This design comes from an exercise in tuning for small area, a short achievable clock period and few clock cycles on the open sky130 flow, not from production work.
RTL that was checked went through simulation tests only; none was proved equivalent to the original.
Only the layout flow was run in runs 1 to 4; the RTL was not checked for function there.

[flow/config.mk]
export PLATFORM = sky130hd
export DESIGN_NAME = lab9
export DESIGN_NICKNAME = lab9
export VERILOG_FILES = /design/flow/design.v
export SDC_FILE = /design/flow/constraint.sdc
export NUM_CORES = 4
export LEC_CHECK = 0
export CAP_MARGIN = 20
export CORE_MARGIN = 2
export CORE_UTILIZATION = 40
export SETUP_SLACK_MARGIN = 2.0
export SLEW_MARGIN = 20
[flow/design.v]
module lab9(x,y,z,clk,reset,start,done);
input [7:0]x,y;
input clk,reset;
input start;
output [7:0]z;
output done;
reg [7:0] a, b;
reg busy;
wire [7:0] o = a | b;
wire [7:0] lo = {|o[6:0], |o[5:0], |o[4:0], |o[3:0], |o[2:0], |o[1:0], o[0], 1'b0};
wire [7:0] m0 = ~lo;                      
wire [7:0] m1 = lo & ~{lo[6:0], 1'b0};       
wire a_odd = |(a & m0);
wire b_odd = |(b & m0);
wire d_2 = ~|((a ^ b) & m1);              
wire [6:0] u = a[7:1], v = b[7:1];
wire [6:0] pr = ~(u ^ v);                 
wire [6:0] g = u & ~v;
wire [6:0] t = u | ~v;
wire [6:0] G, T;
wire g10 = g[1] | (t[1] & g[0]),  t10 = t[1] & t[0];
wire g32 = g[3] | (t[3] & g[2]),  t32 = t[3] & t[2];
wire g54 = g[5] | (t[5] & g[4]),  t54 = t[5] & t[4];
wire g20 = g[2] | (t[2] & g10),   t20 = t[2] & t10;
wire g30 = g32 | (t32 & g10),     t30 = t32 & t10;
wire g64 = g[6] | (t[6] & g54),   t64 = t[6] & t54;
assign G[0] = g[0];              assign T[0] = t[0];
assign G[1] = g10;               assign T[1] = t10;
assign G[2] = g20;               assign T[2] = t20;
assign G[3] = g30;               assign T[3] = t30;
assign G[4] = g[4] | (t[4] & g30); assign T[4] = t[4] & t30;
assign G[5] = g54 | (t54 & g30);   assign T[5] = t54 & t30;
assign G[6] = g64 | (t64 & g30);   assign T[6] = t64 & t30;
wire [6:0] c  = {G[5:0], 1'b0};           
wire [6:0] c1 = {G[5:0] | T[5:0], 1'b1};  
wire [6:0] dab = pr ^ c1;                 
wire [6:0] dba = ~(pr ^ c);               
wire a_ge = G[6] | T[6];                  
wire fin = (a == b) | ~|a | ~|b;
assign done = busy & fin;
assign z = o;
always @(posedge clk) begin
	if (reset)
		busy <= 1'b0;
	else if (start)
		busy <= 1'b1;
	else if (fin)
		busy <= 1'b0;
end
wire ev_a = ~a_odd;                       
wire ev_b = a_odd & ~b_odd;               
wire [6:0] dd = pr ^ (a_ge ? c1 : ~c);    
wire [7:0] base = ev_a ? a[7:1] : ev_b ? b[7:1] : {1'b0, dd};
wire two = ev_a ? ~|(a & m1) : ev_b ? ~|(b & m1) : d_2;
wire swap = ~start & (ev_b | (~ev_a & ~a_ge));
wire [7:0] a_nx = ({8{start}} & x) | ({8{~start & two}} & base[7:1]) | ({8{~start & ~two}} & base);
wire [7:0] b_nx = ({8{start}} & y) | ({8{swap}} & a) | ({8{~start & ~swap}} & b);
always @(posedge clk) begin
	a <= a_nx;
	b <= b_nx;
end
endmodule
[flow/standard.sh]
#!/bin/bash
# synth_recipe.tcl (not shown) runs the flow's synth.tcl, then flattens the netlist and writes it again
# the make line also repeats each setting of config.mk as NAME=value (left out here)
make -C /OpenROAD-flow-scripts/flow DESIGN_CONFIG=/design/flow/config.mk WORK_HOME=/design/flow/orfs CLKGATE_MAP_FILE= SYNTH_SCRIPT=/design/flow/synth_recipe.tcl "${@:-finish}"
[flow/flow/run.sh]
#!/bin/bash
# The standard layout, with the smallest buffer on every input and output port
# instead of the one buffer_ports picks by default.
set -euo pipefail
bash standard.sh "BUFFER_PORTS_ARGS=-buffer_cell sky130_fd_sc_hd__buf_1" finish > standard.log 2>&1
[flow/constraint.sdc]
create_clock -name core_clock -period 5.0 [get_ports {clk}]
set_input_delay 1.0000 -clock core_clock [delete_from_list [all_inputs] [get_ports {clk}]]
set_output_delay 1.0000 -clock core_clock [all_outputs]
set_load 0.01 [all_outputs]
==> impl_metrics.env, run 1 <==
export IMPL_arrival_ns=1.92
export IMPL_rsz0062_at_grt="yes"
export IMPL_multi_input_area_mm2=0.00154
export IMPL_path_class="flip-flop to output pin"
export IMPL_overflow=0
export IMPL_final_nets=330
export IMPL_wl_um=5780
export IMPL_syn_area_mm2=0.00202
export IMPL_grtUsageTotal_pct=21.5
export IMPL_drt_iter0_drc=91
export IMPL_outcome="finished clean"
export IMPL_rr_startpoint="b[1]"
export IMPL_postCtsSetupBuffers=0
export IMPL_fillers=495
export IMPL_cts_sinks=17
export IMPL_worstSetupStartpointType="flip-flop"
export IMPL_synth_compound_area_share_pct=32.1
export IMPL_yosysTopAreaCellShare_pct=16.8
export IMPL_clock_fmax_ghz=0.342
export IMPL_reg2reg_slack_ns=2.19
export IMPL_ys_seq_area_share_pct=16.8
export IMPL_hold_viol=0
export IMPL_start_util_pct=42.2
export IMPL_antenna_left=0
export IMPL_dp_cells=350
export IMPL_hpwl_um=4610
export IMPL_dieArea_mm2=0.00564
export IMPL_synthArstFlopShare_pct=0
export IMPL_synth_nets=307
export IMPL_worst_r2r_cell_count=10
export IMPL_slew_headroom_pct=34.5
export IMPL_avgViaCountPerCell=5.56
export IMPL_final_setup_tns_ns=0
export IMPL_required_ns=4.00
export IMPL_grt_max_degree=28
export IMPL_final_period_utilization_pct=58.5
export IMPL_cts_buffer_depth=2
export IMPL_grt_pass1_vias=1842
export IMPL_layoutNonFillerInstCount=354
export IMPL_synthMuxAreaShare_pct=7.49
export IMPL_cts_tree="yes"
export IMPL_die_y_um=75.1
export IMPL_tightest_slew_ns=0.958
export IMPL_drc=0
export IMPL_fp_dieW_um=75.1
export IMPL_yosys_area_top_type="dfxtp_1"
export IMPL_worstHoldStart="busy"
export IMPL_drive_gt1_share_pct=11.8
export IMPL_synthTopCellsByArea="dfxtp_1 17%, ha_1 14%, mux2i_1 6.9%"
export IMPL_coreArea_mm2=0.00479
export IMPL_synth_top_family_by_area="compound AO/OA/AOI/OAI gates"
export IMPL_path_max_fanout=6
export IMPL_vias=1970
export IMPL_cts_clk_slew_worst_paths_ns=0.06
export IMPL_syn_inst=265
export IMPL_synth_edf_count=0
export IMPL_synth_simple_gate_area_share_pct=19.5
export IMPL_ys_ff_latch=17
export IMPL_synth_adder_area_share_pct=14.2
export IMPL_synth_flop_cell="dfxtp_1"
export IMPL_portBuffers=27
export IMPL_insertion_delay_ns=0.25
export IMPL_area_growth_pct=10.8
export IMPL_cts_inserted_buffers=3
export IMPL_htreeDepth=1
export IMPL_finClkSkew_ns=0.00195
export IMPL_worstReg2RegEnd="a[1]"
export IMPL_crit_path_end_kind="output pin"
export IMPL_synth_distinct_cells=55
export IMPL_yosys_warnings=1
export IMPL_synth_area_per_cell_um2=7.63
export IMPL_period_needed_ns=2.92
export IMPL_grt_pass1_wl_um=9230
export IMPL_whs_path_depth=2
export IMPL_dr_pass1_iters=4
export IMPL_pin_count=28
export IMPL_synth_xor_area_share_pct=0.866
export IMPL_drv_cap=0
export IMPL_min_to="busy"
export IMPL_placementRows=25
export IMPL_antenna_found_initial=0
export IMPL_final_max_slew_viol_count=0
export IMPL_setup_viol=0
export IMPL_cts_root_buf="clkbuf_8"
export IMPL_routedWlPerCell_um=16.3
export IMPL_diodes=0
export IMPL_gp_congestion=1.00
export IMPL_regArea_um2=354
export IMPL_hold_class="flip-flop to flip-flop"
cell usage in the layout (no fill, tap or decap), types with 6 or more instances in the layout:
cell type,instances
mux2i_1,14
nor2_1,17
dfxtp_1,6
inv_1,30
buf_1,27
a21oi_1,18
o211ai_1,6
ha_1,21
nand2b_1,7
nand2_1,20
o21ai_0,23
dfxtp_2,11
registers in the layout (all words and copies together), names as in the netlist:
| name | count |
|---|---|
| a | 8 |
| b | 8 |
| busy | 1 |
area by class of cell:
cell class / instances / share of cell area, %
Multi-Input combinational cell: 207 / 68.6
Sequential cell: 17 / 15.8
Inverter: 32 / 5.36
Timing Repair Buffer: 27 / 4.52
Tap cell: 67 / 3.74
Clock buffer: 4 / 2.01
cell usage after synthesis, types with 3 or more instances:
cell	count
a211oi_1	4
a21o_1	3
a21oi_1	19
a31oi_1	4
buf_6	3
clkbuf_1	3
dfxtp_1	17
ha_1	23
inv_1	30
mux2i_1	14
nand2_1	20
nand2b_1	7
nand3_1	3
nand3b_1	5
nor2_1	17
nor2b_1	4
nor3_1	3
nor4_1	6
o211ai_1	6
o21a_1	5
o21ai_0	23
o31ai_1	3
or3_1	3
stage by stage:
step | area, um2 | utilization, % | hold WS [ns] | worst slack (ns)
finish | 2240 | 46.8 | 0.478 | 2.08
global route | 2240 | 46.8 | 0.507 | 1.95
CTS | 2200 | 45.9 | 0.486 | 1.94
detailed placement | 2140 | 44.8 | 0.475 | 1.97
global placement | 2140 | 44.8 | 0.466 | 1.93
floorplan | 2020 | - | 0.445 | 2.45
timing repair:
item                                    in CTS  in global routing
gates resized for setup                      3                 14
endpoints found under the setup margin       2                 13
cloned                                       0                  0
hold buffers                                 0                  0
worst max path at each step:
stage	from	to	slack (ns)
CTS	a[2]	done	1.94
global placement	b[1]	a[1]	1.93
floorplan	a[1]	a[4]	2.45
global route	b[6]	done	1.95
detailed placement	b[1]	a[1]	1.97
finish	b[6]	done	2.08
metal layers:
layer  routed length, um  up-vias  GRT usage (%)
met1                2690      888           28.8
met2                2650       63           36.5
met5                   0        -              0
met3                 291       13          0.803
li1                    -     1006              -
met4                 149        0           7.94
cell families (layout without fill, tap and decap cells):
group	after synthesis	after routing
AOI/OAI and AO/OA	91	91
xor gates and xnor gates	2	2
adders and majority gates	23	23
muxes	15	15
DFF	17	17
and+or+nand+nor	76	76
buffers and inverters	41	63
worst max-delay path, stage by stage (launching register included):
cell and delay [ns]:
dfxtp_1 0.44, inv_1 0.13, ha_1 0.38, nor4_2 0.24, nand2_1 0.12, a31oi_1 0.19, buf_1 0.17
==> inputs of run 2 (changes only) <==
--- a/flow/design.v
+++ b/flow/design.v
@@ -4,5 +4,5 @@
 input start;
 output [7:0]z;
-output done;
+output reg done;
 reg [7:0] a, b;
 reg busy;
@@ -10,8 +10,8 @@
 wire [7:0] lo = {|o[6:0], |o[5:0], |o[4:0], |o[3:0], |o[2:0], |o[1:0], o[0], 1'b0};
 wire [7:0] m0 = ~lo;                      
-wire [7:0] m1 = lo & ~{lo[6:0], 1'b0};       
 wire a_odd = |(a & m0);
 wire b_odd = |(b & m0);
-wire d_2 = ~|((a ^ b) & m1);              
+wire d_2 = ~|((a ^ b) & ~{lo[6:0], 1'b0});
+wire d_3 = ~|((a ^ b) & ~{lo[5:0], 2'b0});
 wire [6:0] u = a[7:1], v = b[7:1];
 wire [6:0] pr = ~(u ^ v);                 
@@ -37,23 +37,27 @@
 wire [6:0] dba = ~(pr ^ c);               
 wire a_ge = G[6] | T[6];                  
-wire fin = (a == b) | ~|a | ~|b;
-assign done = busy & fin;
-assign z = o;
+wire fin = (a == b) | ~|a;
+assign z = b;
 always @(posedge clk) begin
-	if (reset)
+	if (reset) begin
 		busy <= 1'b0;
-	else if (start)
-		busy <= 1'b1;
-	else if (fin)
-		busy <= 1'b0;
+		done <= 1'b0;
+	end else begin
+		done <= busy & fin & ~start;
+		if (start)
+			busy <= 1'b1;
+		else if (fin)
+			busy <= 1'b0;
+	end
 end
-wire ev_a = ~a_odd;                       
-wire ev_b = a_odd & ~b_odd;               
+wire sh_a  = ~start & ~a_odd;             
+wire sh_b  = ~start & a_odd & ~b_odd;     
+wire sub   = ~start & a_odd & b_odd;      
 wire [6:0] dd = pr ^ (a_ge ? c1 : ~c);    
-wire [7:0] base = ev_a ? a[7:1] : ev_b ? b[7:1] : {1'b0, dd};
-wire two = ev_a ? ~|(a & m1) : ev_b ? ~|(b & m1) : d_2;
-wire swap = ~start & (ev_b | (~ev_a & ~a_ge));
-wire [7:0] a_nx = ({8{start}} & x) | ({8{~start & two}} & base[7:1]) | ({8{~start & ~two}} & base);
-wire [7:0] b_nx = ({8{start}} & y) | ({8{swap}} & a) | ({8{~start & ~swap}} & b);
+wire [7:0] dsel = ({8{~d_2}} & dd) | ({8{d_2 & ~d_3}} & dd[6:1]) | ({8{d_3}} & dd[6:2]);
+wire [7:0] a_nx = ({8{start}} & x) | ({8{sh_a}} & (a >> 1)) | ({8{sub}} & dsel) | ({8{sh_b & ~bz}} & a);
+wire bz = ~|b & a_odd;                    
+wire [7:0] b_nx = ({8{start}} & y) | ({8{sh_b & ~bz}} & (b >> 1)) | ({8{(sub & ~a_ge) | (~start & bz)}} & a)
+                | ({8{sh_a | (sub & a_ge)}} & b);
 always @(posedge clk) begin
 	a <= a_nx;
--- a/flow/config.mk
+++ b/flow/config.mk
@@ -6,7 +6,9 @@
 export NUM_CORES = 4
 export LEC_CHECK = 0
+export ABC_AREA = 1
 export CAP_MARGIN = 20
 export CORE_MARGIN = 2
 export CORE_UTILIZATION = 40
-export SETUP_SLACK_MARGIN = 2.0
+export CTS_BUF_LIST = sky130_fd_sc_hd__clkbuf_4
+export SETUP_SLACK_MARGIN = 2.8
 export SLEW_MARGIN = 20
==> run 2 against run 1 <==
  * Hold slack improved by 0.0018 ns
  * First-iteration DRC count is 45% higher
  * Wire length decreased by 3.6%
  * Die area shrank 6.2%
  * Register-to-register slack better by 0.75 ns
  * Sequential share of layout area increased by 0.87 points
  * Synthesized area decreased by 6.6%
  * Synthesized cell count up 19%
  * Worst setup slack improved by 0.86 ns
  * Maximum frequency is 42% higher
  * Critical endpoint is now a[4]
  * Utilization up 1.7 points
==> impl_metrics.env, run 2 <==
export IMPL_drive_gt1_share_pct=14.9
export IMPL_pin_count=28
export IMPL_tightest_slew_ns=0.435
export IMPL_rsz0062_at_grt="no"
export IMPL_largestRegisters="a x8, b x8"
export IMPL_drv_cap=0
export IMPL_diodes=0
export IMPL_worst_r2r_cell_count=12
export IMPL_drt_iter0_drc=132
export IMPL_ys_ff_latch=18
export IMPL_dieArea_mm2=0.00529
export IMPL_cts_sinks=18
export IMPL_final_period_utilization_pct=41.2
export IMPL_yosysTopAreaCellShare_pct=19.1
export IMPL_die_y_um=72.7
export IMPL_hpwl_um=4360
export IMPL_final_nets=390
export IMPL_setup_viol=0
export IMPL_cp_num_buf_inv=1
export IMPL_path_class="flip-flop to flip-flop"
export IMPL_cts_clk_slew_worst_paths_ns=0.12
export IMPL_outcome="finished clean"
export IMPL_placementRows=25
export IMPL_synth_flop_cell="dfxtp_1"
export IMPL_crit_chain="inv_1 -> ha_1 -> a21oi_2 -> nand3_4 -> nand2_4 -> nand2_8 -> nand2_1 -> nand3_1 -> nand3_1 -> nand3_1 -> nand2_1 -> nand2_1"
export IMPL_clock_fmax_ghz=0.485
export IMPL_insertion_delay_ns=0.31
export IMPL_synth_distinct_cells=27
export IMPL_drc=0
export IMPL_crit_path_end_kind="flip-flop"
export IMPL_antenna_found_initial=0
export IMPL_synthTopCellsByCount="89 x nand2_1, 44 x nand3_1, 39 x inv_1, 39 x nor2_1, 21 x ha_1"
export IMPL_avgViaCountPerCell=5.22
export IMPL_cts_root_buf="clkbuf_4"
export IMPL_coreArea_mm2=0.00463
export IMPL_whs_path_depth=1
export IMPL_grt_max_degree=21
export IMPL_cts_inserted_buffers=3
export IMPL_required_ns=5.21
export IMPL_wl_um=5570
export IMPL_final_max_slew_viol_count=0
export IMPL_synth_area_per_cell_um2=5.98
export IMPL_finClkSkew_ns=0.00439
export IMPL_synthTopCellsByArea="dfxtp_1 19%, nand2_1 18%, ha_1 14%"
export IMPL_cp_slowest_cell="dfxtp_2"
export IMPL_crit_path_max_incr_delay_ns=0.39
export IMPL_start_util_pct=40.8
export IMPL_hold_viol=0
export IMPL_fp_dieW_um=72.7
export IMPL_dr_pass1_iters=4
export IMPL_routedWlPerCell_um=13.8
export IMPL_final_common_cell="nand2_1"
export IMPL_vias=2102
export IMPL_fin_area_mm2=0.00224
export IMPL_cp_depth=12
export IMPL_synthArstFlopShare_pct=0
export IMPL_syn_area_mm2=0.00189
export IMPL_area_growth_pct=18.8
export IMPL_yosysMostFrequentCell="nand2_1"
export IMPL_slew_headroom_pct=71.0
export IMPL_portBuffers=27
export IMPL_grt_pass1_vias=2016
export IMPL_cts_tree="yes"
export IMPL_grtUsageTotal_pct=22.5
export IMPL_synth_edf_count=0
export IMPL_worstSetupStartpointType="flip-flop"
export IMPL_htreeDepth=1
export IMPL_syn_inst=316
export IMPL_overflow=0
export IMPL_hold_class="flip-flop to flip-flop"
export IMPL_placed_area_mm2=0.00204
export IMPL_arrival_ns=2.27
export IMPL_path_max_fanout=9
export IMPL_gp_congestion=0.937
export IMPL_cts_hold_fix_buffers=0
export IMPL_grt_pass1_wl_um=9510
export IMPL_critPathTopFamily="simple AND/OR/NAND/NOR gates"
export IMPL_period_needed_ns=2.06
export IMPL_final_setup_tns_ns=0
export IMPL_ys_seq_area_share_pct=19.1
export IMPL_cts_buffer_depth=2
export IMPL_yosys_area_top_type="dfxtp_1"
export IMPL_antenna_left=0
export IMPL_synth_nets=356
export IMPL_yosys_warnings=1
export IMPL_mostFrequentLayoutCells="86 x nand2_1, 43 x nand3_1, 34 x nor2_1, 33 x inv_1, 26 x buf_1"
-- run 2: final timing paths --
check | start | to | slack, ns
worst max-delay path | b[3] | a[4] | 2.94
worst min register to register | busy | done | 0.48
worst max register to register | b[3] | a[4] | 2.94
worst min-delay path | busy | done | 0.48
-- run 2: layout make-up --
cell class	count	area, um2
inverters	39	146
fillers	495	2380
clock inverters	1	3.75
multi-input cells	256	1480
well taps	54	67.6
flip-flops and latches	18	374
clock buffers	3	22.5
repair buffers	32	146
-- run 2: per-stage QoR --
step	instances	util, %	worst slack, ns	hold slack [ns]
finish	403	48.5	2.94	0.480
global route	403	48.5	2.78	0.500
CTS	399	45.6	2.83	0.484
detailed placement	394	44.1	2.39	0.468
global placement	394	44.1	2.38	0.470
floorplan	316	-	3.01	0.455
-- run 2: worst register-to-register path: stages, from the launching register on --
cell     delay, ns
dfxtp_2       0.39
inv_1         0.10
ha_1          0.25
a21oi_2       0.24
nand3_4       0.15
nand2_4       0.17
nand2_8       0.10
nand2_1       0.08
nand3_1       0.14
nand3_1       0.12
nand3_1       0.09
nand2_1       0.09
nand2_1       0.05
-- run 2: layer usage --
metal | vias up | wire [um] | GRT usage, %
li1 | 1098 | - | -
met1 | 948 | 2620 | 30.9
met2 | 50 | 2700 | 38.1
met3 | 6 | 181 | 1.66
met4 | 0 | 70 | 5.56
met5 | - | 0 | 0
-- run 2: timing repair --
action | in CTS | in global routing
buffers inserted | 1 | 4
endpoints found under the setup margin | 15 | 15
gates resized for setup | 10 | 36
pin swaps | 1 | 4
-- run 2: cells by family after synthesis --
group | count (synthesis) | share of synthesized area, %
flops | 18 | 19.1
simple gates | 199 | 47.7
compound gates | 36 | 10.6
buf+inv | 42 | 8.74
fa+ha+maj | 21 | 13.9
==> inputs of run 3 (changes only) <==
--- a/flow/design.v
+++ b/flow/design.v
@@ -56,5 +56,5 @@
 wire [6:0] dd = pr ^ (a_ge ? c1 : ~c);    
 wire [7:0] dsel = ({8{~d_2}} & dd) | ({8{d_2 & ~d_3}} & dd[6:1]) | ({8{d_3}} & dd[6:2]);
-wire [7:0] a_nx = ({8{start}} & x) | ({8{sh_a}} & (a >> 1)) | ({8{sub}} & dsel) | ({8{sh_b & ~bz}} & a);
+wire [7:0] a_nx = ({8{start}} & x) | ({8{sh_a & |(a & ~{lo[6:0], 1'b0})}} & (a >> 1)) | ({8{sh_a & ~|(a & ~{lo[6:0], 1'b0})}} & (a >> 2)) | ({8{sub}} & dsel) | ({8{sh_b & ~bz}} & a);
 wire bz = ~|b & a_odd;                    
 wire [7:0] b_nx = ({8{start}} & y) | ({8{sh_b & ~bz}} & (b >> 1)) | ({8{(sub & ~a_ge) | (~start & bz)}} & a)
==> run 3 against run 2 <==
  * Still clean
  * Worst setup slack lost 0.0051 ns
  * Register-to-register slack is essentially flat
  * Maximum frequency shrank 0.25%
  * Cell area grew 8.9%
  * Clock skew is essentially flat
  * Die area grew 3.6%
==> impl_metrics.env, run 3 <==
export IMPL_path_class="flip-flop to flip-flop"
export IMPL_antenna_left=0
export IMPL_grtUsageTotal_pct=22.5
export IMPL_synth_area_per_cell_um2=5.93
export IMPL_fp_dieW_um=74.0
export IMPL_final_setup_tns_ns=0
export IMPL_wl_um=6020
export IMPL_yosys_warnings=1
export IMPL_cts_sinks=18
export IMPL_crit_path_end_kind="flip-flop"
export IMPL_grt_max_degree=20
export IMPL_final_common_cell="nand2_1"
export IMPL_final_nets=417
export IMPL_final_period_utilization_pct=41.3
export IMPL_clock_fmax_ghz=0.484
export IMPL_tightest_slew_ns=0.408
export IMPL_drt_iter0_drc=172
export IMPL_syn_area_mm2=0.00196
export IMPL_worstHoldStart="busy"
export IMPL_overflow=0
export IMPL_worst_r2r_cell_count=15
export IMPL_drive_gt1_share_pct=20.5
export IMPL_placementRows=25
export IMPL_crit_start="b[5]"
export IMPL_synthArstFlopShare_pct=0
export IMPL_portBuffers=27
export IMPL_cts_root_buf="clkbuf_4"
export IMPL_pin_count=28
export IMPL_dr_pass1_iters=6
export IMPL_drc=0
export IMPL_yosys_area_top_type="nand2_1"
export IMPL_synth_flop_cell="dfxtp_1"
export IMPL_ys_ff_latch=18
export IMPL_vias=2265
export IMPL_avgViaCountPerCell=5.12
export IMPL_setup_viol=0
export IMPL_whs_ns=0.445
export IMPL_synthTopCellsByCount="103 x nand2_1, 57 x nand3_1, 43 x inv_1, 30 x nor2_1, 21 x ha_1"
export IMPL_coreArea_mm2=0.00472
export IMPL_finClkSkew_ns=0.00411
export IMPL_htreeDepth=1
export IMPL_synth_nets=371
export IMPL_slew_headroom_pct=72.7
export IMPL_cts_inserted_buffers=3
export IMPL_synth_distinct_cells=33
export IMPL_required_ns=5.20
export IMPL_worstSetupStartpointType="flip-flop"
export IMPL_insertion_delay_ns=0.30
export IMPL_path_max_fanout=6
export IMPL_diodes=0
export IMPL_largestRegisters="a x8, b x8"
export IMPL_area_growth_pct=24.6
export IMPL_synthTopCellsByArea="nand2_1 20%, dfxtp_1 18%, nand3_1 15%"
export IMPL_cts_tree="yes"
export IMPL_ys_seq_area_share_pct=18.4
export IMPL_multi_input_area_mm2=0.00154
export IMPL_syn_inst=331
export IMPL_grt_pass1_vias=1994
export IMPL_cts_hold_fix_buffers=0
export IMPL_drv_cap=0
export IMPL_antenna_found_initial=0
export IMPL_gp_congestion=0.929
export IMPL_fillers=495
export IMPL_rsz0062_at_grt="yes"
export IMPL_regArea_um2=392
export IMPL_cts_clk_slew_worst_paths_ns=0.10
export IMPL_period_needed_ns=2.06
export IMPL_arrival_ns=2.27
export IMPL_synth_edf_count=0
export IMPL_cts_buffer_depth=2
export IMPL_yosysMostFrequentCell="nand2_1"
export IMPL_grt_pass1_wl_um=9470
export IMPL_final_max_slew_viol_count=0
export IMPL_whs_path_depth=2
export IMPL_hold_class="flip-flop to flip-flop"
export IMPL_dieArea_mm2=0.00548
export IMPL_start_util_pct=41.5
export IMPL_die_y_um=74.0
export IMPL_yosysTopAreaCellShare_pct=19.7
export IMPL_rr_startpoint="b[5]"
export IMPL_routedWlPerCell_um=13.6
export IMPL_hpwl_um=4660
export IMPL_outcome="finished clean"
export IMPL_mostFrequentLayoutCells="99 x nand2_1, 56 x nand3_1, 36 x inv_1, 26 x buf_1, 23 x nor2_1"
export IMPL_hold_viol=0
run 3: cell types whose count changed in the layout (fill, tap and decap cells not counted), moves of 4 or more:
cell	before	now
nand2_1	86	99
nand4_1	6	12
o21ai_0	14	3
buf_4	5	16
dfxtp_1	11	5
dfxtp_4	2	6
nand3_1	43	56
nor2_1	34	23
run 3: path summary, 6_finish.rpt:
check / end / slack [ns]
worst min-delay path: done / 0.45
worst max-delay path: a[3] / 2.94
worst max register to register: a[3] / 2.94
worst min register to register: done / 0.45
run 3: cell families (layout without fill, tap and decap cells):
group,count (synthesis),count (layout),share of synthesized area (%)
simple gates,219,219,51.1
buf+inv,49,93,9.76
compound gates,24,24,7.33
fa+ha+maj,21,21,13.4
flops,18,18,18.4
run 3: final cells by class:
| class | count | share of cell area, % |
|---|---|---|
| timing repair buffer | 44 | 9.57 |
| tap | 67 | 3.43 |
| inverter | 46 | 7.22 |
| multi-input combinational | 264 | 62.8 |
| clock buffer | 3 | 0.921 |
| sequential | 18 | 16.0 |
run 3: stage by stage:
step                setup slack, ns  cells  area (um2)  utilization (%)
finish                         2.94    442        2440             51.8
global route                   2.78    442        2440             51.8
CTS                            2.82    432        2270             48.0
detailed placement             2.26    422        2130             45.1
global placement               2.38    422        2130             45.1
floorplan                      2.96    331        1960                -
run 3: worst max-delay path, stage by stage (launching register included):
cell and delay [ns]:
dfxtp_4 0.39, inv_1 0.08, ha_2 0.19, inv_2 0.07, nor2_1 0.05, nor2_2 0.16
nor2_2 0.07, nor2_4 0.21, buf_6 0.15, nand4_1 0.09, nand3_1 0.09, nand2_1 0.12
nand2_1 0.08, nand3_1 0.09, nand2_1 0.09, nand2_1 0.05
run 3: what timing repair did:
item                       CTS  global route
gates resized for setup     22            38
pin swaps                    3            10
setup endpoints to repair   15            16
buffers inserted             7            10
run 3: per-layer routing:
| layer | GRT usage, % | routed length [um] |
|---|---|---|
| met4 | 2.83 | 45 |
| met3 | 3.25 | 169 |
| met2 | 37.4 | 2840 |
| met1 | 31.8 | 2970 |
| met5 | 0 | 0 |
==> inputs of run 4 (changes only) <==
--- a/flow/design.v
+++ b/flow/design.v
@@ -52,12 +52,10 @@
 end
 wire sh_a  = ~start & ~a_odd;             
-wire sh_b  = ~start & a_odd & ~b_odd;     
+wire swp   = ~start & a_odd & ~b_odd;     
 wire sub   = ~start & a_odd & b_odd;      
 wire [6:0] dd = pr ^ (a_ge ? c1 : ~c);    
 wire [7:0] dsel = ({8{~d_2}} & dd) | ({8{d_2 & ~d_3}} & dd[6:1]) | ({8{d_3}} & dd[6:2]);
-wire [7:0] a_nx = ({8{start}} & x) | ({8{sh_a & |(a & ~{lo[6:0], 1'b0})}} & (a >> 1)) | ({8{sh_a & ~|(a & ~{lo[6:0], 1'b0})}} & (a >> 2)) | ({8{sub}} & dsel) | ({8{sh_b & ~bz}} & a);
-wire bz = ~|b & a_odd;                    
-wire [7:0] b_nx = ({8{start}} & y) | ({8{sh_b & ~bz}} & (b >> 1)) | ({8{(sub & ~a_ge) | (~start & bz)}} & a)
-                | ({8{sh_a | (sub & a_ge)}} & b);
+wire [7:0] a_nx = ({8{start}} & x) | ({8{sh_a}} & (a >> 1)) | ({8{sub}} & dsel) | ({8{swp}} & (b >> 1));
+wire [7:0] b_nx = ({8{start}} & y) | ({8{(sub & ~a_ge) | swp}} & a) | ({8{sh_a | (sub & a_ge)}} & b);
 always @(posedge clk) begin
 	a <= a_nx;
==> run 4 against run 3 <==
  * Synthesized area fell by 2.8%
  * Wire length shrank 11%
  * Flip-flop and latch count unchanged
  * First-iteration DRC count down 25%
  * Critical endpoint is now a[2]
  * Via count decreased by 9.6%
  * Cell count down 11%
  * Still clean
==> impl_metrics.env, run 4 <==
export IMPL_grt_pass1_vias=1872
export IMPL_final_period_utilization_pct=41.7
export IMPL_start_util_pct=40.9
export IMPL_hold_viol=0
export IMPL_synth_distinct_cells=33
export IMPL_synth_compound_area_share_pct=9.12
export IMPL_grt_max_degree=24
export IMPL_fillers=462
export IMPL_dr_pass1_iters=4
export IMPL_cp_num_buf_inv=2
export IMPL_ys_seq_area_share_pct=18.9
export IMPL_wl_um=5340
export IMPL_final_max_slew_viol_count=0
export IMPL_grt_pass1_wl_um=8810
export IMPL_synth_edf_count=0
export IMPL_setup_viol=0
export IMPL_placementRows=25
export IMPL_crit_path_end_kind="flip-flop"
export IMPL_insertion_delay_ns=0.30
export IMPL_clock_fmax_ghz=0.480
export IMPL_slew_headroom_pct=70.5
export IMPL_rsz0062_at_grt="yes"
export IMPL_synthArstFlopShare_pct=0
export IMPL_path_class="flip-flop to flip-flop"
export IMPL_yosysTopAreaCellShare_pct=18.9
export IMPL_hold_class="flip-flop to flip-flop"
export IMPL_area_growth_pct=22.4
export IMPL_drt_iter0_drc=129
export IMPL_final_common_cell="nand2_1"
export IMPL_final_setup_tns_ns=0
export IMPL_gp_congestion=0.823
export IMPL_synth_flop_cell="dfxtp_1"
export IMPL_die_y_um=73.0
export IMPL_drive_gt1_share_pct=21.7
export IMPL_final_nets=383
export IMPL_outcome="finished clean"
export IMPL_antenna_found_initial=0
export IMPL_arrival_ns=2.34
export IMPL_yosys_area_top_type="dfxtp_1"
export IMPL_yosys_warnings=1
export IMPL_synthTopCellsByCount="94 x nand2_1, 41 x nand3_1, 36 x inv_1, 22 x ha_1"
export IMPL_crit_start="b[3]"
export IMPL_grtUsageTotal_pct=20.8
export IMPL_diodes=0
export IMPL_drc=0
export IMPL_overflow=0
export IMPL_tightest_slew_ns=0.443
export IMPL_synth_area_per_cell_um2=6.38
export IMPL_portBuffers=27
export IMPL_coreArea_mm2=0.00466
export IMPL_path_max_fanout=6
export IMPL_fp_dieW_um=73.0
export IMPL_routedWlPerCell_um=13.5
export IMPL_finClkSkew_ns=0.00304
export IMPL_crit_chain="inv_1 -> ha_2 -> nand2_1 -> nand2_1 -> a21oi_1 -> nand3_1 -> nor3_4 -> buf_4 -> nand3_1 -> nand3_1 -> nand2_1 -> nand2_1"
export IMPL_post_route_util_pct=50.1
export IMPL_required_ns=5.25
export IMPL_synth_simple_gate_area_share_pct=48.8
export IMPL_cts_inserted_buffers=3
export IMPL_cp_slowest_cell="dfxtp_2"
export IMPL_synthMuxAreaShare_pct=0
export IMPL_synth_xor_area_share_pct=0
export IMPL_synth_nets=340
export IMPL_cts_sinks=18
export IMPL_cts_buffer_depth=2
export IMPL_syn_inst=299
export IMPL_vias=2047
export IMPL_worstHoldStart="busy"
export IMPL_dieArea_mm2=0.00534
export IMPL_largestRegisters="a x8, b x8"
export IMPL_drv_cap=0
export IMPL_avgViaCountPerCell=5.18
export IMPL_cts_tree="yes"
export IMPL_yosysMostFrequentCell="nand2_1"
export IMPL_synth_top_family_by_area="simple AND/OR/NAND/NOR gates"
export IMPL_pin_count=28
export IMPL_synth_adder_area_share_pct=14.4
export IMPL_ys_ff_latch=18
export IMPL_syn_area_mm2=0.00191
export IMPL_cts_root_buf="clkbuf_4"
export IMPL_rr_startpoint="b[3]"
export IMPL_synthTopCellsByArea="dfxtp_1 19%, nand2_1 19%, ha_1 14%"
export IMPL_critPathTopFamily="simple AND/OR/NAND/NOR gates"
export IMPL_crit_path_max_incr_delay_ns=0.36
export IMPL_htreeDepth=1
export IMPL_hpwl_um=4130
export IMPL_mostFrequentLayoutCells="92 x nand2_1, 40 x nand3_1, 31 x inv_1, 26 x buf_1, 16 x ha_1"
export IMPL_crit_top_cell="nand2_1"
export IMPL_worstSetupStartpointType="flip-flop"
export IMPL_period_needed_ns=2.08
export IMPL_antenna_left=0
export IMPL_cts_clk_slew_worst_paths_ns=0.11
-- run 4: repair_timing --
action,in CTS,in global routing
pin swaps,3,7
setup buffers,4,9
gates resized for setup,11,34
endpoints found under the setup margin,15,15
hold buffers,0,0
-- run 4: stage by stage --
step                instance area, um2  setup WS, ns  std cells  hold slack (ns)
floorplan                         1910          3.06        299            0.455
global placement                  2060          2.37        378            0.469
detailed placement                2060          2.31        378            0.468
CTS                               2160          2.82        386            0.482
global route                      2330          2.75        395            0.499
finish                            2330          2.92        395            0.480
-- run 4: cells by family (layout without fill, tap and decap cells) --
family                   count (synthesis)  in the layout
adder cells (fa/ha/maj)                 22             22
flip-flops                              18             18
AO/OA/AOI/OAI                           27             27
buffers and inverters                   42             84
AND/OR/NAND/NOR                        190            190
-- run 4: metal layers --
| layer | part of all wire, % | track usage (%) | wire length [um] | up-vias |
|---|---|---|---|---|
| met2 | 49 | 35.7 | 2640 | 37 |
| li1 | - | - | - | 1059 |
| met4 | 0.43 | 4.94 | 23 | 0 |
| met1 | 46 | 28.8 | 2480 | 948 |
| met5 | 0 | 0 | 0 | - |
| met3 | 3.7 | 0.829 | 195 | 3 |
-- run 4: layout make-up --
type                            count  area (um2)  share of cell area (%)
Multi-Input combinational cell    239        1490                    63.7
Sequential cell                    18         379                    16.2
Timing Repair Buffer               40         219                    9.38
Inverter                           40         155                    6.65
Tap cell                           54        67.6                    2.90
Clock buffer                        3        22.5                   0.965
Clock inverter                      1        3.75                   0.161
-- run 4: path summary, 6_finish.rpt --
check	depth (start not counted)	slack [ns]	endpoint
worst min-delay path	1	0.48	done
worst max-delay path	12	2.92	a[2]
worst min register to register	1	0.48	done
worst max register to register	12	2.92	a[2]
==> inputs of run 5 (changes only) <==
--- a/flow/design.v
+++ b/flow/design.v
@@ -52,10 +52,11 @@
 end
 wire sh_a  = ~start & ~a_odd;             
-wire swp   = ~start & a_odd & ~b_odd;     
+wire sh_b  = ~start & a_odd & ~b_odd;     
 wire sub   = ~start & a_odd & b_odd;      
 wire [6:0] dd = pr ^ (a_ge ? c1 : ~c);    
 wire [7:0] dsel = ({8{~d_2}} & dd) | ({8{d_2 & ~d_3}} & dd[6:1]) | ({8{d_3}} & dd[6:2]);
-wire [7:0] a_nx = ({8{start}} & x) | ({8{sh_a}} & (a >> 1)) | ({8{sub}} & dsel) | ({8{swp}} & (b >> 1));
-wire [7:0] b_nx = ({8{start}} & y) | ({8{(sub & ~a_ge) | swp}} & a) | ({8{sh_a | (sub & a_ge)}} & b);
+wire [7:0] a_nx = ({8{start}} & x) | ({8{sh_a}} & (a >> 1)) | ({8{sub}} & dsel) | ({8{sh_b}} & a);
+wire [7:0] b_nx = ({8{start}} & (|y ? y : x)) | ({8{sh_b}} & (b >> 1)) | ({8{sub & ~a_ge}} & a)
+                | ({8{sh_a | (sub & a_ge)}} & b);
 always @(posedge clk) begin
 	a <= a_nx;
==> flow/flow/run.sh (replaced) <==
#!/bin/bash
# The standard layout with two changes:
# - synthesis maps with the ABC script flow/abc_area.script (ABC_AREA is 1),
#   from a copy of ORFS's scripts folder, and without Yosys's extract_fa
#   (ADDER_MAP_FILE empty), so ABC maps the adder logic too;
# - the smallest buffer on every input and output port.
set -euo pipefail
rm -rf scripts
cp -r "$FLOW_HOME/scripts" scripts
cp flow/abc_area.script scripts/abc_area.script
bash standard.sh "SCRIPTS_DIR=$PWD/scripts" "ADDER_MAP_FILE=" \
  "BUFFER_PORTS_ARGS=-buffer_cell sky130_fd_sc_hd__buf_1" finish > standard.log 2>&1
==> flow/flow/abc_area.script (new file) <==
strash
dch -f
map -D 1600
topo
stime -c
==> run 5 against run 4 <==
  * Count of clock-buffer cells in the layout is 1 higher
  * Largest cell class unchanged
  * Still clean
  * Critical path depth up 2
  * Register-to-register slack got worse by 0.26 ns
  * Highest routed layer unchanged
==> impl_metrics.env, run 5 <==
export IMPL_crit_path_end_kind="flip-flop"
export IMPL_clock_fmax_ghz=0.426
export IMPL_worstHoldStart="busy"
export IMPL_dr_pass1_iters=5
export IMPL_grt_pass1_vias=1857
export IMPL_drt_iter0_drc=140
export IMPL_ys_ff_latch=18
export IMPL_synthTopCellsByArea="dfxtp_1 25%, nand2_1 15%, nor2_1 8.1%"
export IMPL_regArea_um2=394
export IMPL_slew_headroom_pct=65.6
export IMPL_cts_buffer_depth=2
export IMPL_largestRegisters="a x8, b x8"
export IMPL_dieArea_mm2=0.00407
export IMPL_die_y_um=63.8
export IMPL_drive_gt1_share_pct=37.4
export IMPL_dp_cells=306
export IMPL_worst_slack_ns=2.65
export IMPL_gp_congestion=0.912
export IMPL_path_max_fanout=8
export IMPL_avgViaCountPerCell=5.89
export IMPL_rsz0062_at_grt="yes"
export IMPL_diodes=0
export IMPL_synthArstFlopShare_pct=0
export IMPL_synth_distinct_cells=24
export IMPL_setup_viol=0
export IMPL_yosysTopAreaCellShare_pct=25.2
export IMPL_synthTopCellsByCount="58 x nand2_1, 31 x nor2_1, 29 x clkinv_1, 22 x a21oi_1, 18 x dfxtp_1"
export IMPL_vias=2001
export IMPL_antenna_found_initial=0
export IMPL_cts_clk_slew_worst_paths_ns=0.10
export IMPL_synth_flop_cell="dfxtp_1"
export IMPL_ys_seq_area_share_pct=25.2
export IMPL_period_needed_ns=2.35
export IMPL_hold_class="flip-flop to flip-flop"
export IMPL_syn_area_mm2=0.00143
export IMPL_yosysMostFrequentCell="nand2_1"
export IMPL_wl_um=5500
export IMPL_final_setup_tns_ns=0
export IMPL_path_class="flip-flop to flip-flop"
export IMPL_worstSetupStartpointType="flip-flop"
export IMPL_layoutNonFillerInstCount=340
export IMPL_outcome="finished clean"
export IMPL_hpwl_um=3560
export IMPL_coreArea_mm2=0.00339
export IMPL_overflow=0
export IMPL_required_ns=5.20
export IMPL_yosys_warnings=1
export IMPL_fillers=293
export IMPL_fin_area_mm2=0.00222
export IMPL_rr_startpoint="b[0]"
export IMPL_crit_start="b[0]"
export IMPL_final_period_utilization_pct=46.9
export IMPL_synth_edf_count=0
export IMPL_placed_area_mm2=0.00167
export IMPL_final_common_cell="nand2_1"
export IMPL_yosys_area_top_type="dfxtp_1"
export IMPL_syn_inst=233
export IMPL_grt_pass1_wl_um=8680
export IMPL_final_nets=314
export IMPL_cts_sinks=18
export IMPL_tightest_slew_ns=0.515
export IMPL_htreeDepth=1
export IMPL_cts_inserted_buffers=3
export IMPL_placementRows=21
export IMPL_multi_input_area_mm2=0.00128
export IMPL_drv_cap=0
export IMPL_drc=0
export IMPL_portBuffers=27
export IMPL_finClkSkew_ns=0.00431
export IMPL_insertion_delay_ns=0.28
export IMPL_final_max_slew_viol_count=0
export IMPL_routedWlPerCell_um=16.2
export IMPL_cts_tree="yes"
export IMPL_cts_root_buf="clkbuf_4"
export IMPL_area_growth_pct=55.1
export IMPL_start_util_pct=42.2
export IMPL_fp_dieW_um=63.8
export IMPL_pin_count=28
export IMPL_arrival_ns=2.54
export IMPL_hold_viol=0
export IMPL_grtUsageTotal_pct=26.6
export IMPL_synth_area_per_cell_um2=6.13
export IMPL_grt_max_degree=13
export IMPL_mostFrequentLayoutCells="48 x nand2_1, 27 x buf_1, 26 x buf_4, 20 x a21oi_1, 19 x nor2_1"
export IMPL_synth_nets=252
export IMPL_place_ws_ns=2.21
export IMPL_cts_hold_fix_buffers=0
export IMPL_antenna_left=0
==> run 5: cell count changes after synthesis, moves of 12 or more <==
cell,change
a22oi_1,+12
clkinv_1,+28
a21oi_1,+13
nand2_1,-36
nand3_1,-33
ha_1,-22
inv_1,-36
nor2_1,+13
==> run 5: repair_timing <==
action | 4_1_cts | 5_1_grt
hold endpoints to repair | 0 | 0
gates resized for setup | 60 | 30
pin swaps | 22 | 19
buffers inserted | 21 | 7
gates cloned | 2 | 0
setup endpoints to repair | 16 | 16
==> run 5: area by class of cell <==
class / instances / share of cell area, %
Tap cell: 46 / 2.60
Timing Repair Buffer: 56 / 14.9
Clock buffer: 4 / 1.36
Sequential cell: 18 / 17.8
Inverter: 29 / 5.65
Multi-Input combinational cell: 187 / 57.7
==> run 5: through the flow <==
stage | hold WS, ns | utilization (%)
6_report | 0.456 | 65.4
5_1_grt | 0.474 | 65.4
4_1_cts | 0.460 | 61.1
3_5_place_dp | 0.447 | 49.1
3_3_place_gp | 0.445 | 49.1
2_1_floorplan | 0.430 | -
==> run 5: path summary, 6_finish.rpt <==
path                to  slack (ns)  cells after the start
setup / recovery  b[1]        2.65                     14
hold / removal    done        0.46                      2
setup reg to reg  b[1]        2.65                     14
hold reg to reg   done        0.46                      2
==> run 5: cell families after synthesis <==
| logic type | share of synthesized area (%) |
|---|---|
| xor+xnor | 3.06 |
| buf+inv | 7.62 |
| flops | 25.2 |
| simple gates | 29.9 |
| compound gates | 34.2 |
==> run 5: layer usage <==
metal	vias up	share of wire, %	GRT usage [%]
li1	952	-	-
met1	939	40	34.5
met2	93	50	44.9
met3	17	6.9	2.64
met4	0	2.5	11.4
met5	-	0	0
==> run 5: critical path: stages (launching register included) <==
cell and delay, ns:
dfxtp_2 0.38, clkinv_1 0.11, nand3_2 0.12, clkinv_2 0.07
nand4_1 0.14, buf_4 0.14, clkinv_1 0.13, a21oi_2 0.22
o311ai_4 0.14, buf_4 0.17, nor2_2 0.21, inv_2 0.11
o21ai_4 0.14, nand2_2 0.09, o2111ai_2 0.08
Testbench counts of run 5, summed over its fixed seeds: cycles 25,276.
==> inputs of run 6 (changes only) <==
==> flow/flow/abc_area.script (replaced) <==
strash
dch -f
map -D 1600
topo
stime -c
buffer -c
upsize -c
dnsize -c
==> run 6 against run 5 <==
  * Via count decreased by 5.4%
  * Cell count increased by 0.29%
  * Critical path depth decreased by 1
  * Critical path type unchanged
  * Hold slack got worse by 0.0017 ns
  * Worst setup slack improved by 0.048 ns
==> impl_metrics.env, run 6 <==
export IMPL_outcome="finished clean"
export IMPL_gp_congestion=0.852
export IMPL_synthTopCellsByArea="dfxtp_1 24%, nand2_1 14%, a21oi_1 7.3%"
export IMPL_cts_tree="yes"
export IMPL_period_needed_ns=2.30
export IMPL_antenna_left=0
export IMPL_crit_chain="inv_4 -> nand2_4 -> a21oi_4 -> nand2_4 -> a31o_4 -> a31o_4 -> buf_4 -> nand2_2 -> o21ai_2 -> xor2_2 -> a22oi_2 -> a21oi_2 -> a211o_1"
export IMPL_cts_sinks=18
export IMPL_antenna_found_initial=0
export IMPL_start_util_pct=41.4
export IMPL_routedWlPerCell_um=15.2
export IMPL_fp_dieW_um=65.3
export IMPL_synth_area_per_cell_um2=6.32
export IMPL_final_period_utilization_pct=46.0
export IMPL_wl_um=5190
export IMPL_hold_viol=0
export IMPL_syn_area_mm2=0.00151
export IMPL_portBuffers=27
export IMPL_yosysMostFrequentCell="nand2_1"
export IMPL_ys_ff_latch=18
export IMPL_cts_root_buf="clkbuf_4"
export IMPL_synth_xor_area_share_pct=2.91
export IMPL_clock_fmax_ghz=0.435
export IMPL_path_max_fanout=8
export IMPL_htreeDepth=1
export IMPL_overflow=0
export IMPL_tightest_slew_ns=0.522
export IMPL_placementRows=22
export IMPL_slew_headroom_pct=65.1
export IMPL_finClkSkew_ns=0.00439
export IMPL_worstSetupStartpointType="flip-flop"
export IMPL_drive_gt1_share_pct=37.5
export IMPL_placed_area_mm2=0.00164
export IMPL_die_y_um=65.3
export IMPL_worst_slack_ns=2.70
export IMPL_arrival_ns=2.49
export IMPL_synth_nets=257
export IMPL_hold_class="flip-flop to flip-flop"
export IMPL_yosys_warnings=1
export IMPL_cts_clk_slew_worst_paths_ns=0.10
export IMPL_synthTopCellsByCount="57 x nand2_1, 29 x nor2_1, 24 x inv_1, 22 x a21oi_1, 18 x dfxtp_1"
export IMPL_avgViaCountPerCell=5.55
export IMPL_dr_pass1_iters=5
export IMPL_diodes=0
export IMPL_drt_iter0_drc=163
export IMPL_ys_seq_area_share_pct=23.9
export IMPL_grt_max_degree=13
export IMPL_pin_count=28
export IMPL_rsz0062_at_grt="yes"
export IMPL_synthMuxAreaShare_pct=0
export IMPL_fin_area_mm2=0.00224
export IMPL_final_nets=314
export IMPL_mostFrequentLayoutCells="49 x nand2_1, 29 x buf_4, 27 x buf_1, 20 x a21oi_1, 18 x nor2_1"
export IMPL_synth_compound_area_share_pct=33.8
export IMPL_crit_path_max_incr_delay_ns=0.38
export IMPL_area_growth_pct=48.9
export IMPL_cp_slowest_cell="dfxtp_4"
export IMPL_drv_cap=0
export IMPL_yosys_area_top_type="dfxtp_1"
export IMPL_synth_top_family_by_area="compound AO/OA/AOI/OAI gates"
export IMPL_path_class="flip-flop to flip-flop"
export IMPL_setup_viol=0
export IMPL_grtUsageTotal_pct=24.2
export IMPL_synthArstFlopShare_pct=0
export IMPL_synth_edf_count=0
export IMPL_insertion_delay_ns=0.29
export IMPL_final_common_cell="nand2_1"
export IMPL_yosysTopAreaCellShare_pct=23.9
export IMPL_coreArea_mm2=0.00363
export IMPL_largestRegisters="a x8, b x8"
export IMPL_drc=0
export IMPL_final_setup_tns_ns=0
export IMPL_cts_buffer_depth=2
export IMPL_synth_flop_cell="dfxtp_1"
export IMPL_hpwl_um=3460
export IMPL_cts_hold_fix_buffers=0
export IMPL_syn_inst=238
export IMPL_grt_pass1_wl_um=8100
export IMPL_place_ws_ns=2.28
export IMPL_synth_simple_gate_area_share_pct=30.0
export IMPL_required_ns=5.19
export IMPL_cts_inserted_buffers=3
export IMPL_vias=1892
export IMPL_synth_distinct_cells=36
export IMPL_crit_path_end_kind="flip-flop"
export IMPL_synth_adder_area_share_pct=0
export IMPL_dieArea_mm2=0.00427
export IMPL_grt_pass1_vias=1778
export IMPL_final_max_slew_viol_count=0
run 6: changes by cell type after synthesis, moves of 4 or more:
cell / previous run / this run
o21ai_0: 13 / 5
inv_2: 0 / 5
clkinv_1: 29 / 0
inv_1: 0 / 24
o21ai_1: 0 / 4
o21ai_2: 0 / 4
run 6: logic make-up after synthesis:
kind of cell,after synthesis
compound gates,74
xor+xnor,5
buf+inv,34
flops,18
simple gates,107
run 6: metal layers:
metal,share of wire (%),up-vias,track usage [%]
li1,-,947,-
met1,43,871,32.3
met2,49,59,40.3
met3,4.8,15,2.74
met4,2.6,0,8.59
met5,0,-,0
run 6: repair_timing:
action | in CTS | in global routing
setup endpoints to repair | 16 | 16
gates resized for setup | 59 | 36
pin swaps | 12 | 25
setup buffers | 12 | 18
run 6: layout make-up:
class / instances / area [um2]
multi-input cells: 186 / 1310
clock buffers: 3 / 22.5
well taps: 48 / 60.1
fillers: 357 / 1390
inverters: 29 / 120
repair buffers: 57 / 330
flip-flops and latches: 18 / 403
run 6: worst max-delay path: cells and delay by family, from the launching register on:
kind / cells / cell delay (ns)
xor gates and xnor gates: 1 / 0.16
DFF: 1 / 0.38
buffers and inverters: 2 / 0.23
AOI/OAI and AO/OA: 7 / 1.24
and+or+nand+nor: 3 / 0.19
run 6: metrics by stage:
step	instances	hold WS [ns]	utilization [%]
after global placement	308	0.450	45.2
after CTS	323	0.461	54.3
final	341	0.454	61.7
after floorplan	238	0.430	-
after global routing	341	0.476	61.7
after detailed placement	308	0.445	45.2
run 6: path summary, 6_finish.rpt:
kind | start | to | slack [ns] | cells after the start
worst max-delay path | a[4] | a[2] | 2.70 | 13
worst min register to register | busy | done | 0.45 | 2
worst min-delay path | busy | done | 0.45 | 2
worst max register to register | a[4] | a[2] | 2.70 | 13
==> inputs of run 7 (changes only) <==
==> flow/flow/run.sh (replaced) <==
#!/bin/bash
# The standard layout with two changes: synthesis leaves the adder logic to
# ABC (ADDER_MAP_FILE empty skips Yosys's extract_fa and the adder cell map),
# and every input and output port gets the smallest buffer.
set -euo pipefail
bash standard.sh "ADDER_MAP_FILE=" \
  "BUFFER_PORTS_ARGS=-buffer_cell sky130_fd_sc_hd__buf_1" finish > standard.log 2>&1
--- a/flow/config.mk
+++ b/flow/config.mk
@@ -11,4 +11,4 @@
 export CORE_UTILIZATION = 40
 export CTS_BUF_LIST = sky130_fd_sc_hd__clkbuf_4
-export SETUP_SLACK_MARGIN = 2.8
+export SETUP_SLACK_MARGIN = 3.15
 export SLEW_MARGIN = 20
removed: flow/flow/abc_area.script
==> run 7 against run 6 <==
  * First-iteration DRC count decreased by 35%
  * Utilization is 2.6 points lower
  * Count of clock-buffer cells in the layout is the same
  * Still clean on timing, DRC and antenna
  * Maximum frequency is 24% higher
  * Highest routed layer unchanged
==> impl_metrics.env, run 7 <==
export IMPL_outcome="finished clean"
export IMPL_grt_max_degree=13
export IMPL_overflow=0
export IMPL_cp_num_buf_inv=1
export IMPL_fp_dieW_um=71.7
export IMPL_syn_inst=317
export IMPL_synthArstFlopShare_pct=0
export IMPL_cp_depth=1
export IMPL_hold_class="flip-flop to flip-flop"
export IMPL_rsz0062_at_grt="yes"
export IMPL_hpwl_um=4470
export IMPL_arrival_ns=0.85
export IMPL_gp_congestion=0.851
export IMPL_placementRows=24
export IMPL_period_needed_ns=1.85
export IMPL_yosysTopAreaCellShare_pct=19.7
export IMPL_drv_cap=0
export IMPL_synthTopCellsByCount="89 x nand2_1, 40 x nand3_1, 37 x inv_1, 33 x nor2_1, 18 x dfxtp_1"
export IMPL_cts_clk_slew_worst_paths_ns=0.10
export IMPL_synth_area_per_cell_um2=5.78
export IMPL_crit_start="b[2]"
export IMPL_endpoint="z[2]"
export IMPL_diodes=0
export IMPL_tightest_slew_ns=0.286
export IMPL_worstSetupStartpointType="flip-flop"
export IMPL_finClkSkew_ns=0.00137
export IMPL_drive_gt1_share_pct=37.6
export IMPL_crit_path_end_kind="output pin"
export IMPL_crit_chain="buf_6"
export IMPL_wl_um=6050
export IMPL_drt_iter0_drc=106
export IMPL_synth_flop_cell="dfxtp_1"
export IMPL_final_period_utilization_pct=37.1
export IMPL_ys_ff_latch=18
export IMPL_hold_viol=0
export IMPL_cts_sinks=18
export IMPL_synth_nets=336
export IMPL_dr_pass1_iters=4
export IMPL_largestRegisters="a x8, b x8"
export IMPL_fin_area_mm2=0.00259
export IMPL_start_util_pct=41.8
export IMPL_vias=2251
export IMPL_synth_distinct_cells=31
export IMPL_yosys_area_top_type="dfxtp_1"
export IMPL_cp_slowest_cell="dfxtp_4"
export IMPL_routedWlPerCell_um=14.4
export IMPL_cts_inserted_buffers=3
export IMPL_cts_tree="yes"
export IMPL_portBuffers=27
export IMPL_syn_area_mm2=0.00183
export IMPL_final_nets=388
export IMPL_slew_headroom_pct=80.8
export IMPL_path_class="flip-flop to output pin"
export IMPL_clock_fmax_ghz=0.539
export IMPL_antenna_found_initial=0
export IMPL_setup_viol=0
export IMPL_final_setup_tns_ns=0
export IMPL_placed_area_mm2=0.00200
export IMPL_drc=0
export IMPL_grt_pass1_vias=2005
export IMPL_grt_pass1_wl_um=9300
export IMPL_path_max_fanout=7
export IMPL_insertion_delay_ns=0.30
export IMPL_reg2reg_slack_ns=3.19
export IMPL_crit_path_max_incr_delay_ns=0.44
export IMPL_rr_startpoint="a[2]"
export IMPL_antenna_left=0
export IMPL_die_y_um=71.7
export IMPL_avgViaCountPerCell=5.37
export IMPL_ys_seq_area_share_pct=19.7
export IMPL_yosysMostFrequentCell="nand2_1"
export IMPL_final_max_slew_viol_count=0
export IMPL_area_growth_pct=41.2
export IMPL_synth_edf_count=0
export IMPL_coreArea_mm2=0.00438
export IMPL_dieArea_mm2=0.00514
export IMPL_required_ns=4.00
export IMPL_critPathTopFamily="flip-flops"
export IMPL_cts_root_buf="clkbuf_4"
export IMPL_yosys_warnings=1
export IMPL_worstReg2RegEnd="a[2]"
export IMPL_worst_r2r_cell_count=15
export IMPL_cts_buffer_depth=2
export IMPL_grtUsageTotal_pct=22.6
export IMPL_pin_count=28
export IMPL_mostFrequentLayoutCells="75 x nand2_1, 32 x inv_1, 23 x nor2_1, 21 x nand3_1, 19 x nand3_2"
export IMPL_synthTopCellsByArea="dfxtp_1 20%, nand2_1 18%, nand3_1 11%"
export IMPL_final_common_cell="nand2_1"
export IMPL_htreeDepth=1
==> run 7: changes by cell type after synthesis, moves of 10 or more <==
cell     change
o21ai_0     +10
a21oi_1     -10
nand3_1     +34
inv_1       +13
a22oi_1     -12
nand2_1     +32
==> run 7: cell families after synthesis <==
logic type | share of synthesized area (%)
buffers and inverters | 10.4
AOI/OAI and AO/OA | 14.7
and+or+nand+nor | 55.2
DFF | 19.7
==> run 7: stage by stage <==
step	hold WS, ns	utilization, %	setup WS, ns	std cells
3_3_place_gp	0.470	45.5	2.68	395
2_1_floorplan	0.455	-	3.19	317
3_5_place_dp	0.490	45.5	2.63	395
5_1_grt	0.514	59.0	3.08	419
4_1_cts	0.504	47.9	3.15	403
6_report	0.500	59.0	3.15	419
==> run 7: worst min-delay path by stage <==
stage / cells after the start / endpoint / slack (ns) / startpoint
3_3_place_gp: 1 / done / 0.47 / busy
6_report: 1 / done / 0.50 / busy
4_1_cts: 1 / done / 0.50 / busy
5_1_grt: 1 / done / 0.51 / busy
3_5_place_dp: 1 / done / 0.49 / busy
2_1_floorplan: 1 / done / 0.45 / busy
==> run 7: per-layer routing <==
| layer | vias up | global-route usage, % | part of all wire, % | routed length [um] |
|---|---|---|---|---|
| li1 | 1142 | - | - | - |
| met3 | 6 | 0.844 | 4.7 | 283 |
| met2 | 68 | 36.7 | 50 | 3010 |
| met1 | 1035 | 32.4 | 45 | 2700 |
| met5 | - | 0 | 0 | 0 |
| met4 | 0 | 6.71 | 0.89 | 54 |
==> run 7: cell type report <==
class	instances	area, um2
multi-input cells	248	1560
inverters	50	208
well taps	52	65.1
flip-flops and latches	18	408
clock buffers	3	22.5
repair buffers	48	322
fillers	455	1800
==> run 7: timing repair <==
| action | 4_1_cts | 5_1_grt |
|---|---|---|
| gates resized for setup | 23 | 109 |
| hold buffers | 0 | 0 |
| endpoints found under the setup margin | 24 | 23 |
| setup buffers | 5 | 16 |
| pin swaps | 5 | 30 |
==> inputs of run 8 (changes only) <==
--- a/flow/config.mk
+++ b/flow/config.mk
@@ -11,4 +11,4 @@
 export CORE_UTILIZATION = 40
 export CTS_BUF_LIST = sky130_fd_sc_hd__clkbuf_4
-export SETUP_SLACK_MARGIN = 3.15
+export SETUP_SLACK_MARGIN = 3.0
 export SLEW_MARGIN = 20
==> run 8 against run 7 <==
  * Maximum frequency is 4.6% lower
  * Cell count shrank 3.3%
  * Hold slack lost 0.017 ns
  * Critical path depth unchanged
  * Wire length down 8.6%
  * Synthesized cell count is the same
  * Worst setup slack worse by 0.089 ns
  * Largest cell class unchanged
==> impl_metrics.env, run 8 <==
export IMPL_whs_path_depth=1
export IMPL_antenna_left=0
export IMPL_grtUsageTotal_pct=21.6
export IMPL_placementRows=24
export IMPL_drc=0
export IMPL_drt_iter0_drc=104
export IMPL_insertion_delay_ns=0.32
export IMPL_place_ws_ns=2.44
export IMPL_finClkSkew_ns=0.00322
export IMPL_required_ns=4.00
export IMPL_die_y_um=71.7
export IMPL_worst_r2r_cell_count=12
export IMPL_fp_dieW_um=71.7
export IMPL_yosys_area_top_type="dfxtp_1"
export IMPL_path_max_fanout=7
export IMPL_final_common_cell="nand2_1"
export IMPL_mostFrequentLayoutCells="86 x nand2_1, 40 x nand3_1, 36 x inv_1, 28 x nor2_1, 26 x buf_1"
export IMPL_yosys_warnings=1
export IMPL_synthTopCellsByCount="89 x nand2_1, 40 x nand3_1, 37 x inv_1, 33 x nor2_1, 18 x dfxtp_1"
export IMPL_portBuffers=27
export IMPL_setup_viol=0
export IMPL_cts_root_buf="clkbuf_4"
export IMPL_drive_gt1_share_pct=19.3
export IMPL_final_period_utilization_pct=38.9
export IMPL_critPathTopFamily="flip-flops"
export IMPL_synth_distinct_cells=31
export IMPL_cp_depth=1
export IMPL_yosysTopAreaCellShare_pct=19.7
export IMPL_cts_sinks=18
export IMPL_final_setup_tns_ns=0
export IMPL_crit_path_max_incr_delay_ns=0.45
export IMPL_syn_inst=317
export IMPL_synthArstFlopShare_pct=0
export IMPL_avgViaCountPerCell=5.23
export IMPL_drv_cap=0
export IMPL_synth_edf_count=0
export IMPL_vias=2119
export IMPL_crit_start="b[0]"
export IMPL_final_max_slew_viol_count=0
export IMPL_hold_class="flip-flop to flip-flop"
export IMPL_overflow=0
export IMPL_hpwl_um=4450
export IMPL_synth_nets=336
export IMPL_diodes=0
export IMPL_worstHoldStart="busy"
export IMPL_cp_slowest_cell="dfxtp_1"
export IMPL_cts_tree="yes"
export IMPL_synthTopCellsByArea="dfxtp_1 20%, nand2_1 18%, nand3_1 11%"
export IMPL_clock_fmax_ghz=0.515
export IMPL_worstSetupStartpointType="flip-flop"
export IMPL_area_growth_pct=17.2
export IMPL_cts_buffer_depth=2
export IMPL_hold_viol=0
export IMPL_largestRegisters="a x8, b x8"
export IMPL_rsz0062_at_grt="no"
export IMPL_syn_area_mm2=0.00183
export IMPL_grt_pass1_wl_um=8890
export IMPL_start_util_pct=41.8
export IMPL_grt_max_degree=13
export IMPL_gp_congestion=0.847
export IMPL_dr_pass1_iters=5
export IMPL_cp_num_buf_inv=1
export IMPL_final_nets=373
export IMPL_slew_headroom_pct=77.2
export IMPL_tightest_slew_ns=0.339
export IMPL_antenna_found_initial=0
export IMPL_grt_pass1_vias=1881
export IMPL_arrival_ns=0.94
export IMPL_cts_clk_slew_worst_paths_ns=0.11
export IMPL_cts_inserted_buffers=3
export IMPL_routedWlPerCell_um=13.7
export IMPL_pin_count=28
export IMPL_outcome="finished clean"
export IMPL_synth_flop_cell="dfxtp_1"
export IMPL_ys_ff_latch=18
export IMPL_htreeDepth=1
export IMPL_yosysMostFrequentCell="nand2_1"
export IMPL_rr_startpoint="a[4]"
export IMPL_worst_slack_ns=3.06
export IMPL_coreArea_mm2=0.00438
export IMPL_period_needed_ns=1.94
export IMPL_whs_ns=0.484
export IMPL_dieArea_mm2=0.00514
export IMPL_crit_path_end_kind="output pin"
export IMPL_ys_seq_area_share_pct=19.7
export IMPL_crit_chain="buf_1"
export IMPL_synth_area_per_cell_um2=5.78
export IMPL_wl_um=5530
export IMPL_path_class="flip-flop to output pin"
==> run 8: logic make-up after synthesis <==
family | Yosys count | share of synthesized area (%)
AND/OR/NAND/NOR | 203 | 55.2
buffers and inverters | 51 | 10.4
AO/OA/AOI/OAI | 45 | 14.7
flip-flops | 18 | 19.7
==> run 8: stage by stage <==
step	instances	area, um2	util [%]
floorplan	317	1830	-
global route	405	2150	49.0
finish	405	2150	49.0
detailed placement	395	2000	45.5
CTS	399	2020	46.2
global placement	395	2000	45.5
==> run 8: repair_timing <==
action | CTS | global route
gates resized for setup | 2 | 27
gates cloned | 0 | 0
setup endpoints to repair | 16 | 18
hold buffers | 0 | 0
setup buffers | 0 | 6
pin swaps | 0 | 5
hold endpoints to repair | 0 | 0
==> run 8: final timing paths <==
kind	end	slack, ns
max	z[0]	3.06
min	done	0.48
max reg2reg	a[3]	3.15
min reg2reg	done	0.48
==> run 8: layout make-up <==
type / count / area, um2
repair buffers: 33 / 148
multi-input cells: 248 / 1350
fillers: 506 / 2240
flip-flops and latches: 18 / 372
clock inverters: 1 / 3.75
inverters: 50 / 191
well taps: 52 / 65.1
clock buffers: 3 / 22.5
==> run 8: per-layer routing <==
layer	routed length [um]	track usage, %	share of wire (%)	up-vias
li1	-	-	-	1104
met1	2710	31.8	49	962
met2	2550	34.9	46	48
met3	209	0.844	3.8	5
met4	53	5.03	0.96	0
met5	0	0	0	-

[port drivers added, routing unchanged]
How much do the figures lean on ideal ports? The routed layouts below were timed once more, with nothing changed but the port constraints.
Step 1, drivers: a clkbuf_16 drives clk and a buf_2 each remaining input, both assumed.
Step 2 times the ports against the registers' clock, not the clock port: input delays grow and output delays shrink by t, the midpoint of the rising clock arrivals with the driver on.
a / b / c = no drivers / after step 1 / after step 2; a / b = the first two.
run | shift t [ns] | setup slack, ns | hold WS [ns] | worst setup path at the end
run 1 | 0.270 | 2.075 / 2.052 / 2.193 | 0.478 / 0.478 / 0.478 | register to register
run 2 | 0.333 | 2.940 / 2.940 / 2.780 | 0.480 / 0.480 / 0.480 | input to register
run 3 | 0.322 | 2.935 / 2.935 / 2.797 | 0.445 / 0.445 / 0.445 | input to register
run 4 | 0.323 | 2.916 / 2.916 / 2.619 | 0.480 / 0.480 / 0.480 | input to register
run 5 | 0.301 | 2.654 / 2.654 / 2.628 | 0.456 / 0.456 / 0.456 | input to register
run 6 | 0.310 | 2.702 / 2.702 / 2.510 | 0.454 / 0.454 / 0.454 | input to register
run 7 | 0.317 | 3.146 / 3.124 / 2.920 | 0.500 / 0.500 / 0.500 | input to register
run 8 | 0.335 | 3.057 / 3.036 / 2.825 | 0.484 / 0.484 / 0.484 | input to register
After both steps every run listed still meets setup and hold. For run 4, which loses most, drivers alone change the setup slack by 0.000 ns; drivers and shift together by -0.297 ns.
